Context: an optimization exercise on an open-source flow, tuned for small area. The choices shown serve that exercise and are no tape-out recipe.
Where RTL was checked, it was by simulation tests only, not by an equivalence proof against the original.
Power figures rest on the tool's default switching activity, not on a simulated workload.

## pine
## accel
module accel #
( parameter HOST_ADDR_BITS = 8,
  parameter HOST_DATA_BITS = 32,
  parameter MEM_LEN_BITS = 8,
  parameter MEM_ADDR_BITS = 32,
  parameter MEM_DATA_BITS = 64
)
(
  input                         clock,
  input                         reset,
  input                         host_req_valid,
  input                         host_req_opcode,
  input    [HOST_ADDR_BITS-1:0] host_req_addr,
  input    [HOST_DATA_BITS-1:0] host_req_value,
  output                        host_req_deq,
  output                        host_resp_valid,
  output   [HOST_DATA_BITS-1:0] host_resp_bits,
  output                        mem_req_valid,
  output                        mem_req_opcode,
  output     [MEM_LEN_BITS-1:0] mem_req_len,
  output    [MEM_ADDR_BITS-1:0] mem_req_addr,
  output                        mem_wr_valid,
  output    [MEM_DATA_BITS-1:0] mem_wr_bits,
  input                         mem_rd_valid,
  input     [MEM_DATA_BITS-1:0] mem_rd_bits,
  output                        mem_rd_ready
);
Size in the first run: about 250 I/O pins, roughly 0.015 sq mm of cells after synthesis.
==> module mmu, before the edit <==
module mmu #
(
  parameter MEM_LEN_BITS = 8,
  parameter MEM_ADDR_BITS = 32,
  parameter HOST_DATA_BITS = 32
)
(
  input                         clock,
  input                         reset,
  output                        mem_req_valid,
  output                        mem_req_opcode,
  output     [MEM_LEN_BITS-1:0] mem_req_len,
  output    [MEM_ADDR_BITS-1:0] mem_req_addr,
  output                        mem_wr_valid,
  input                         mem_rd_valid,
  output                        mem_rd_ready,
  input                         launch,
  output                        finish,
  output   [HOST_DATA_BITS-1:0] cycles,
  input    [HOST_DATA_BITS-1:0] length,
  input    [HOST_DATA_BITS-1:0] a_addr,
  input    [HOST_DATA_BITS-1:0] b_addr,
  input    [HOST_DATA_BITS-1:0] c_addr,
  output                        rd_fire,
  output                        rd_first
);
  typedef enum logic [2:0] {IDLE   = 3'b000,
                            REQ_A  = 3'b001,
                            DATA_A = 3'b010,
                            REQ_B  = 3'b011,
                            DATA_B = 3'b110,
                            REQ_C  = 3'b101,
                            DATA_C = 3'b111,
                            FIN    = 3'b100} state_t;
  state_t nstate, cstate;
  logic [HOST_DATA_BITS-1:0] cnt;
  logic [HOST_DATA_BITS-1:0] cnt_inc;
  logic [HOST_DATA_BITS-1:0] cyc;
  logic                      last;
  assign cnt_inc = cnt + 1'b1;
  assign last = cnt_inc == length;
  always_ff @(posedge clock)
    if (reset)
      cstate <= IDLE;
    else
      cstate <= nstate;
  always_comb begin
    nstate = cstate;
    case (cstate)
      IDLE:   if (launch) nstate = REQ_A;
      REQ_A:  nstate = DATA_A;
      DATA_A: if (mem_rd_valid) nstate = REQ_B;
      REQ_B:  nstate = DATA_B;
      DATA_B: if (mem_rd_valid) nstate = REQ_C;
      REQ_C:  nstate = DATA_C;
      DATA_C: if (last) nstate = FIN; else nstate = REQ_A;
      FIN:    nstate = IDLE;
      default: ;
    endcase
  end
  always_ff @(posedge clock)
    if (reset | cstate == IDLE)
      cnt <= '0;
    else if (cstate == DATA_C)
      cnt <= cnt_inc;
  always_ff @(posedge clock)
    if (reset | cstate == IDLE)
      cyc <= '1;
    else
      cyc <= cyc + 1'b1;
  assign cycles = cyc;
  assign finish = cstate == FIN;
  logic [HOST_DATA_BITS-1:0] base;
  assign base = (cstate == REQ_A) ? a_addr
              : (cstate == REQ_B) ? b_addr
              : c_addr;
  assign mem_req_valid = (cstate == REQ_A) | (cstate == REQ_B) | (cstate == REQ_C);
  assign mem_req_opcode = cstate == REQ_C;
  assign mem_req_len = 'd0;
  assign mem_req_addr = base + cnt;
  assign mem_rd_ready = (cstate == DATA_A) | (cstate == DATA_B);
  assign mem_wr_valid = cstate == DATA_C;
  assign rd_fire = mem_rd_ready & mem_rd_valid;
  assign rd_first = cstate == DATA_A;
endmodule
==> flow/config.mk <==
export PLATFORM = sky130hd
export DESIGN_NAME = accel
export DESIGN_NICKNAME = accel
export VERILOG_FILES = /design/flow/design.v
export SDC_FILE = /design/flow/constraint.sdc
export NUM_CORES = 4
export LEC_CHECK = 0
export CAP_MARGIN = 20
export CORE_MARGIN = 2
export CORE_UTILIZATION = 40
export SLEW_MARGIN = 20
==> flow/constraint.sdc <==
create_clock -name core_clock -period 5.0 [get_ports {clock}]
set_input_delay 1.0000 -clock core_clock [delete_from_list [all_inputs] [get_ports {clock}]]
set_output_delay 1.0000 -clock core_clock [all_outputs]
set_load 0.01 [all_outputs]
standard.sh (not shown) runs the stock make flow with config.mk's settings and CLKGATE_MAP_FILE= SYNTH_SCRIPT=/design/flow/synth_recipe.tcl, a recipe that flattens the netlist after the stock synthesis.
==> flow/flow/run.sh <==
#!/bin/bash
set -euo pipefail
bash standard.sh BUFFER_PORTS_ARGS="-buffer_cell sky130_fd_sc_hd__buf_1" finish > standard.log 2>&1
No stage failed in pine, and the final checks on the layout all came back clean.
Inputs modified between pine and cedar:
diff --git a/flow/design.v b/flow/design.v
--- a/flow/design.v
+++ b/flow/design.v
@@ -168,11 +168,30 @@
               : (cstate == REQ_B) ? b_addr
               : c_addr;
   assign mem_req_valid = (cstate == REQ_A) | (cstate == REQ_B) | (cstate == REQ_C);
   assign mem_req_opcode = cstate == REQ_C;
   assign mem_req_len = 'd0;
-  assign mem_req_addr = base + cnt;
+  logic [HOST_DATA_BITS-1:0] ap, ag, gg, pp;
+  always_comb begin
+    ap = base ^ cnt;
+    ag = base & cnt;
+    gg = ag;
+    pp = ap;
+    for (int l = 0; l < $clog2(HOST_DATA_BITS); l++)
+      for (int i = 0; i < HOST_DATA_BITS; i++)
+        if ((i % (2 << l)) == (2 << l) - 1) begin
+          gg[i] = gg[i] | (pp[i] & gg[i - (1 << l)]);
+          pp[i] = pp[i] & pp[i - (1 << l)];
+        end
+    for (int l = $clog2(HOST_DATA_BITS) - 2; l >= 0; l--)
+      for (int i = 0; i < HOST_DATA_BITS; i++)
+        if (i >= (2 << l) && (i % (2 << l)) == (1 << l) - 1) begin
+          gg[i] = gg[i] | (pp[i] & gg[i - (1 << l)]);
+          pp[i] = pp[i] & pp[i - (1 << l)];
+        end
+  end
+  assign mem_req_addr = ap ^ {gg[HOST_DATA_BITS-2:0], 1'b0};
   assign mem_rd_ready = (cstate == DATA_A) | (cstate == DATA_B);
   assign mem_wr_valid = cstate == DATA_C;
   assign rd_fire = mem_rd_ready & mem_rd_valid;
   assign rd_first = cstate == DATA_A;
 endmodule
### Flow results
cedar completed end to end; final checks failed (negative setup slack).
Status: clock buffer and inverter area fraction after layout parity (pine, cedar)
Going from pine to cedar, DRC marker count from the first detailed-route iteration decreased about 4.4%; met1 demand-to-capacity share in global routing increased 0.25 points.
Buffer and inverter count on the worst path in cedar is 2 lower than in pine
Of pine and cedar, cedar shows the higher number of setup buffers added after CTS, with pine below it.
Diff pine and cedar: total power consumption of the routed design lower in pine
On area taken by flip-flops and latches, pine and cedar are neck and neck.
The run with more setup slack is pine; cedar has less.
Re fraction of area in multi-input gates: pine and cedar aren't equal, and the higher value belongs to pine.
The final reports for cedar and pine show number of instances resized during post-cts repair higher in the former.
Of pine and cedar, pine shows the lower final hold slack, with cedar above it.
Only the layout flow was run in cedar; the RTL was not checked for function there.

-- static timing again, ports no longer ideal --
How much do the figures lean on ideal ports? The routed layouts below were timed once more, with nothing changed but the port constraints.
Step 1: set_driving_cell puts a clkbuf_16 on clock and a buf_2 on each other input, an assumption about the parent block.
Step 2 times the ports against the registers' clock, not the clock port: input delays grow and output delays shrink by t, the midpoint of the rising clock arrivals with the driver on.
a / b / c = ideal / step 1 / step 2; a / b = the first two.
run	t (ns)	setup slack, ns	latest minus earliest clock arrival (ns)	slew at the worst register clock pin (ns)	cell pins on the clock port's net
pine	0.597	0.193 / 0.141 / 0.738	0.017 / 0.017	0.07 / 0.07	1
cedar	0.627	-0.665 / -0.716 / -0.090	0.034 / 0.035	0.07 / 0.07	1
